Background: an optimization exercise with open tools, aiming at small area and a short achievable clock period. Do not read the settings as production practice. In this exercise RTL edits were held to simulation tests only and were not proved equivalent to the original.

==> v3: inputs <==
Design Posit_Multiplier, start of the top module:
module Posit_Multiplier(A1, B1, clk, reset, OUT);
  input [0:15] A1, B1;
  input clk, reset;
  output reg [0:15] OUT;
  wire [14:0] ma_in, mb_in;
  pabs u_aa(A1[0], A1[1:15], ma_in);
  pabs u_ab(B1[0], B1[1:15], mb_in);
  reg sa, sb;
  reg [14:0] ma, mb;
  reg rst_d;
  wire [15:0] res;
  always @(posedge clk) begin
    sa <= A1[0];
    sb <= B1[0];
    ma <= ma_in;
    mb <= mb_in;
    rst_d <= reset;
    OUT <= res & {16{~reset}};
  end
  wire [3:0] sha, shb;
  wire [1:0] ea, eb;
  wire [10:0] fa, fb;
  pdec u_da(ma, sha, ea, fa);
  pdec u_db(mb, shb, eb, fb);
  wire [12:0] r;
  pmul_core u_m(fa, fb, r);
  wire c = r[12] | r[11];                  
  wire p22 = ~r[11];                       
  wire [6:0] sca = {~ma[14], sha ^ {4{~ma[14]}}, ea};
  wire [6:0] scb = {~mb[14], shb ^ {4{~mb[14]}}, eb};
  wire [7:0] s0;
  prip #(8) u_sc({sca[6], sca}, {scb[6], scb}, 1'b0, s0);
  wire neg = s0[7];                        
  wire [4:0] q = s0[6:2] ^ {5{neg}};       
  wire [1:0] fe = s0[1:0];
  wire f3 = &fe;                           
  wire m1 = &s0[7:2];                      
  wire za = ~|ma;
  wire zb = ~|mb;
  wire z = (za & ~sa) | (zb & ~sb) | rst_d;
  wire n = ((za & sa) | (zb & sb)) & ~z;
  wire so = ~z & (n | (sa ^ sb));
  wire rb = ~neg & ~z & ~n;                
  wire frc = z | n | q[4];
  reg [14:0] v0;
  always @* begin
    if (!c)
      v0 = {~neg, neg, fe, r[10:0]};
    else if (!f3)
      v0 = {~neg, neg, fe[1] ^ fe[0], ~fe[0], p22, r[10:1]};
    else if (!neg)
      v0 = {5'b11000, p22, r[10:2]};
    else if (m1)
      v0 = {4'b1000, p22, r[10:1]};
    else
      v0 = {3'b100, p22, r[10:0]};
  end
  wire [14:0] v1 = q[3] ? {{8{~neg}}, v0[14:8]} : v0;
  ...
==> module pabs, before the edit <==
module pabs(input s, input [14:0] x, output [14:0] m);
  wire [15:0] xx = {1'b0, x};
  wire [3:0] g;
  wire [15:0] w;    
  genvar i;
  generate for (i = 0; i < 4; i = i + 1) begin : gg
    assign g[i] = |xx[4*i+3:4*i];
    assign w[4*i] = 1'b0;
    assign w[4*i+1] = xx[4*i];
    assign w[4*i+2] = xx[4*i] | xx[4*i+1];
    assign w[4*i+3] = xx[4*i] | xx[4*i+1] | xx[4*i+2];
  end endgenerate
  wire [3:0] pg = {g[0] | g[1] | g[2], g[0] | g[1], g[0], 1'b0};
  wire [15:0] o;
  generate for (i = 0; i < 16; i = i + 1) begin : go
    assign o[i] = s & (pg[i/4] | w[i]);
  end endgenerate
  assign m = x ^ o[14:0];
endmodule
==> flow/config.mk <==
export PLATFORM = sky130hd
export DESIGN_NAME = Posit_Multiplier
export DESIGN_NICKNAME = Posit_Multiplier
export VERILOG_FILES = /design/flow/design.v
export SDC_FILE = /design/flow/constraint.sdc
export NUM_CORES = 4
export LEC_CHECK = 0
export CAP_MARGIN = 20
export CORE_MARGIN = 2
export CORE_UTILIZATION = 40
export CTS_BUF_LIST = sky130_fd_sc_hd__clkbuf_8
export CTS_CLUSTER_DIAMETER = 300
export CTS_CLUSTER_SIZE = 50
export SLEW_MARGIN = 20
==> flow/constraint.sdc <==
create_clock -name core_clock -period 60.0 [get_ports {clk}]
set_input_delay 12.0000 -clock core_clock [delete_from_list [all_inputs] [get_ports {clk}]]
set_output_delay 12.0000 -clock core_clock [all_outputs]
set_load 0.01 [all_outputs]
standard.sh (not shown) runs the stock make flow with config.mk's settings and CLKGATE_MAP_FILE= SYNTH_SCRIPT=/design/flow/synth_recipe.tcl, a recipe that flattens the netlist after the stock synthesis.
==> flow/flow/run.sh <==
#!/bin/bash
# Layout flow: the standard flow (standard.sh) with these changes.
#  1. Synthesis skips Yosys's internal "abc -fast" before extract_fa, so the
#     full adders written in the RTL are extracted as written.
#  2. The final abc mapping uses flow/abc_area.script (area mapping), except
#     for the modules in FLOW_FAST_MODULES, which keep their hierarchy until
#     the standard flow's script flattens the design and are mapped with
#     flow/abc_fast.script (delay mapping).
#  3. Ports are buffered with sky130_fd_sc_hd__buf_1 cells.
# Registers and their names are those of the standard synthesis.
set -euo pipefail
here=$(pwd)
{
  head -n 1 synth_recipe.tcl
  cat flow/synth_overrides.tcl
  tail -n +2 synth_recipe.tcl
} > flow_synth.tcl
export FLOW_ABC_AREA="$here/flow/abc_area.script"
export FLOW_ABC_FAST="$here/flow/abc_fast.script"
export FLOW_FAST_MODULES="pabs"
bash standard.sh SYNTH_SCRIPT="$here/flow_synth.tcl" \
  "BUFFER_PORTS_ARGS=-buffer_cell sky130_fd_sc_hd__buf_1" SETUP_SLACK_MARGIN=47.05 finish > flow_standard.log 2>&1
==> flow/flow/abc_area.script <==
strash
dch
amap
strash
dch
amap
topo
==> flow/flow/abc_fast.script <==
strash
map -D 600
topo
==> flow/flow/synth_overrides.tcl <==
# Overrides for the standard flow's synthesis script (see run.sh).
# synth: the fine stage runs without Yosys's internal "abc -fast", so that
# extract_fa sees the full adders as the RTL writes them.  Modules listed in
# FLOW_FAST_MODULES keep their hierarchy until the end of synthesis (the standard flow's
# script flattens everything before writing the netlist).
proc synth {args} {
  if {[lsearch -exact $args "fine:"] >= 0} {
    yosys synth -nofsm -noshare -noabc {*}$args
  } else {
    if {[info exists ::env(FLOW_FAST_MODULES)]} {
      foreach m $::env(FLOW_FAST_MODULES) {
        yosys setattr -mod -set keep_hierarchy 1 $m
      }
    }
    yosys synth -nofsm -noshare {*}$args
  }
}
# abc: modules in FLOW_FAST_MODULES are mapped with FLOW_ABC_FAST, the rest
# with FLOW_ABC_AREA.
proc abc {args} {
  set i [lsearch -exact $args "-script"]
  if {$i < 0 || ![info exists ::env(FLOW_ABC_AREA)]} {
    yosys abc {*}$args
    return
  }
  set rest [list]
  if {[info exists ::env(FLOW_FAST_MODULES)]} {
    foreach m $::env(FLOW_FAST_MODULES) {
      if {[lindex [yosys select -count $m] 0] == 0} { continue }
      set a $args
      lset a [expr {$i + 1}] $::env(FLOW_ABC_FAST)
      yosys abc {*}$a $m
    }
    set rest [list $::env(DESIGN_NAME)]
  }
  set a $args
  lset a [expr {$i + 1}] $::env(FLOW_ABC_AREA)
  yosys abc {*}$a {*}$rest
}
==> v30 (differences from v3) <==
--- a/flow/design.v
+++ b/flow/design.v
@@ -1,19 +1,10 @@
 module pabs(input s, input [14:0] x, output [14:0] m);
-  wire [15:0] xx = {1'b0, x};
-  wire [3:0] g;
-  wire [15:0] w;    
-  genvar i;
-  generate for (i = 0; i < 4; i = i + 1) begin : gg
-    assign g[i] = |xx[4*i+3:4*i];
-    assign w[4*i] = 1'b0;
-    assign w[4*i+1] = xx[4*i];
-    assign w[4*i+2] = xx[4*i] | xx[4*i+1];
-    assign w[4*i+3] = xx[4*i] | xx[4*i+1] | xx[4*i+2];
-  end endgenerate
-  wire [3:0] pg = {g[0] | g[1] | g[2], g[0] | g[1], g[0], 1'b0};
-  wire [15:0] o;
-  generate for (i = 0; i < 16; i = i + 1) begin : go
-    assign o[i] = s & (pg[i/4] | w[i]);
-  end endgenerate
-  assign m = x ^ o[14:0];
+  reg [14:0] p;
+  integer k;
+  always @* begin
+    p = x;
+    for (k = 1; k < 15; k = k * 2)
+      p = p | (p << k);
+  end
+  assign m = x ^ ({15{s}} & {p[13:0], 1'b0});
 endmodule
--- a/flow/flow/run.sh
+++ b/flow/flow/run.sh
@@ -21,2 +21,2 @@
 bash standard.sh SYNTH_SCRIPT="$here/flow_synth.tcl" \
-  "BUFFER_PORTS_ARGS=-buffer_cell sky130_fd_sc_hd__buf_1" SETUP_SLACK_MARGIN=47.05 finish > flow_standard.log 2>&1
+  "BUFFER_PORTS_ARGS=-buffer_cell sky130_fd_sc_hd__buf_1" SETUP_SLACK_MARGIN=46.5 finish > flow_standard.log 2>&1
==> flow/flow/abc_fast.script (replaced) <==
strash
map
topo
==> v32 (differences from v3) <==
--- a/flow/flow/run.sh
+++ b/flow/flow/run.sh
@@ -9,2 +9,7 @@
 #  3. Ports are buffered with sky130_fd_sc_hd__buf_1 cells.
+#  4. ORFS's repair_timing runs with a setup margin of 47 ns, so that it
+#     works on paths longer than about 13 ns (the clock period and the SDC are
+#     unchanged: the layout is built and signed off at the design's 60 ns).
+# The flow's own output goes to flow_standard.log; each tool's log is under
+# orfs/logs/.
 # Registers and their names are those of the standard synthesis.
@@ -21,2 +26,2 @@
 bash standard.sh SYNTH_SCRIPT="$here/flow_synth.tcl" \
-  "BUFFER_PORTS_ARGS=-buffer_cell sky130_fd_sc_hd__buf_1" SETUP_SLACK_MARGIN=47.05 finish > flow_standard.log 2>&1
+  "BUFFER_PORTS_ARGS=-buffer_cell sky130_fd_sc_hd__buf_1" SETUP_SLACK_MARGIN=47.0 finish > flow_standard.log 2>&1
- CORE_UTILIZATION: 40 -> 70
- PLACE_DENSITY: unset -> 0.8
==> v6 (differences from v3) <==
--- a/flow/design.v
+++ b/flow/design.v
@@ -1,19 +1,10 @@
 module pabs(input s, input [14:0] x, output [14:0] m);
-  wire [15:0] xx = {1'b0, x};
-  wire [3:0] g;
-  wire [15:0] w;    
-  genvar i;
-  generate for (i = 0; i < 4; i = i + 1) begin : gg
-    assign g[i] = |xx[4*i+3:4*i];
-    assign w[4*i] = 1'b0;
-    assign w[4*i+1] = xx[4*i];
-    assign w[4*i+2] = xx[4*i] | xx[4*i+1];
-    assign w[4*i+3] = xx[4*i] | xx[4*i+1] | xx[4*i+2];
-  end endgenerate
-  wire [3:0] pg = {g[0] | g[1] | g[2], g[0] | g[1], g[0], 1'b0};
-  wire [15:0] o;
-  generate for (i = 0; i < 16; i = i + 1) begin : go
-    assign o[i] = s & (pg[i/4] | w[i]);
-  end endgenerate
-  assign m = x ^ o[14:0];
+  reg [14:0] p;
+  integer k;
+  always @* begin
+    p = x;
+    for (k = 1; k < 15; k = k * 2)
+      p = p | (p << k);
+  end
+  assign m = x ^ ({15{s}} & {p[13:0], 1'b0});
 endmodule
--- a/flow/flow/run.sh
+++ b/flow/flow/run.sh
@@ -21,2 +21,2 @@
 bash standard.sh SYNTH_SCRIPT="$here/flow_synth.tcl" \
-  "BUFFER_PORTS_ARGS=-buffer_cell sky130_fd_sc_hd__buf_1" SETUP_SLACK_MARGIN=47.05 finish > flow_standard.log 2>&1
+  "BUFFER_PORTS_ARGS=-buffer_cell sky130_fd_sc_hd__buf_1" SETUP_SLACK_MARGIN=47.1 finish > flow_standard.log 2>&1
==> flow/flow/abc_fast.script (replaced) <==
strash
map
topo
- CAP_MARGIN: 20 -> 60
- SLEW_MARGIN: 20 -> 60
==> run summary <==
| item | v6 | v32 | v30 | v3 |
|---|---|---|---|---|
| Number of placement rows | 50 | 37 | 50 | 49 |
| Routed metal-1 wire length | 9.15 mm | 7.88 mm | 9.39 mm | 9.01 mm |
| Setup slack after placement | 46.85 ns | 46.11 ns | 46.32 ns | 46.07 ns |
| Outcome | finished clean | finished clean | finished clean | finished clean |
| CP startpoint | OUT[7] | B1[15] | A1[0] | OUT[3] |
| Worst rel slew slack | 66.5% | 36.9% | 34.9% | 36.9% |
| Post-Synthesis Cells | 982 | 936 | 982 | 936 |
| Via count | 7290 | 7515 | 7390 | 6980 |
| # resized after CTS | 4 | 18 | 2 | 12 |
| Post-synthesis xor/xnor area fraction | 1.16% | 2.62% | 1.16% | 2.62% |
| Final Cycle Share | 21.3% | 21.4% | 21.9% | 21.3% |
| Die height | 142 µm | 106 µm | 142 µm | 140 µm |
| Count of cell instances traversed by the critical path | 1 | 8 | 4 | 1 |
| Area share of buffers outside the clock network | 3.19% | 3.03% | 4.10% | 3.54% |
| Grt met2 use | 36.6% | 65.8% | 35.8% | 34.3% |
| Setup WS post-layout | 47.21 ns | 47.14 ns | 46.89 ns | 47.19 ns |
| Post-Synthesis Mean Instance Area | 7.71 µm² | 7.85 µm² | 7.71 µm² | 7.85 µm² |
| Clock Skews | 0.0144 ns | 0.0134 ns | 0.0154 ns | 0.00505 ns |
| Reg2reg start | mb[14] | ma[14] | mb[14] | mb[14] |

==> static timing again, ports no longer ideal <==
The flow's constraints put no driver on any port. The routed layouts listed below were extracted and timed again, unchanged, in two steps.
Step 1 assumes that a clkbuf_16 drives the clock port and a buf_2 every other input.
Step 2 times the ports against the registers' clock, not the clock port: input delays grow and output delays shrink by t, the midpoint of the rising clock arrivals with the driver on.
Slacks: no drivers / after step 1 / after step 2; pairs: no drivers / after step 1.
run | t (ns) | setup slack, ns | hold slack, ns
v3 | 0.342 | 47.192 / 47.159 / 46.902 | 0.733 / 0.733 / 0.733
v30 | 0.338 | 46.886 / 46.899 / 46.561 | 0.731 / 0.731 / 0.731
v32 | 0.329 | 47.141 / 47.146 / 46.817 | 0.751 / 0.751 / 0.751
v6 | 0.343 | 47.205 / 47.166 / 46.942 | 0.728 / 0.728 / 0.728
After both steps setup and hold are still met in every run listed. For v30, which loses most, drivers alone change the setup slack by +0.013 ns; drivers and shift together by -0.325 ns.
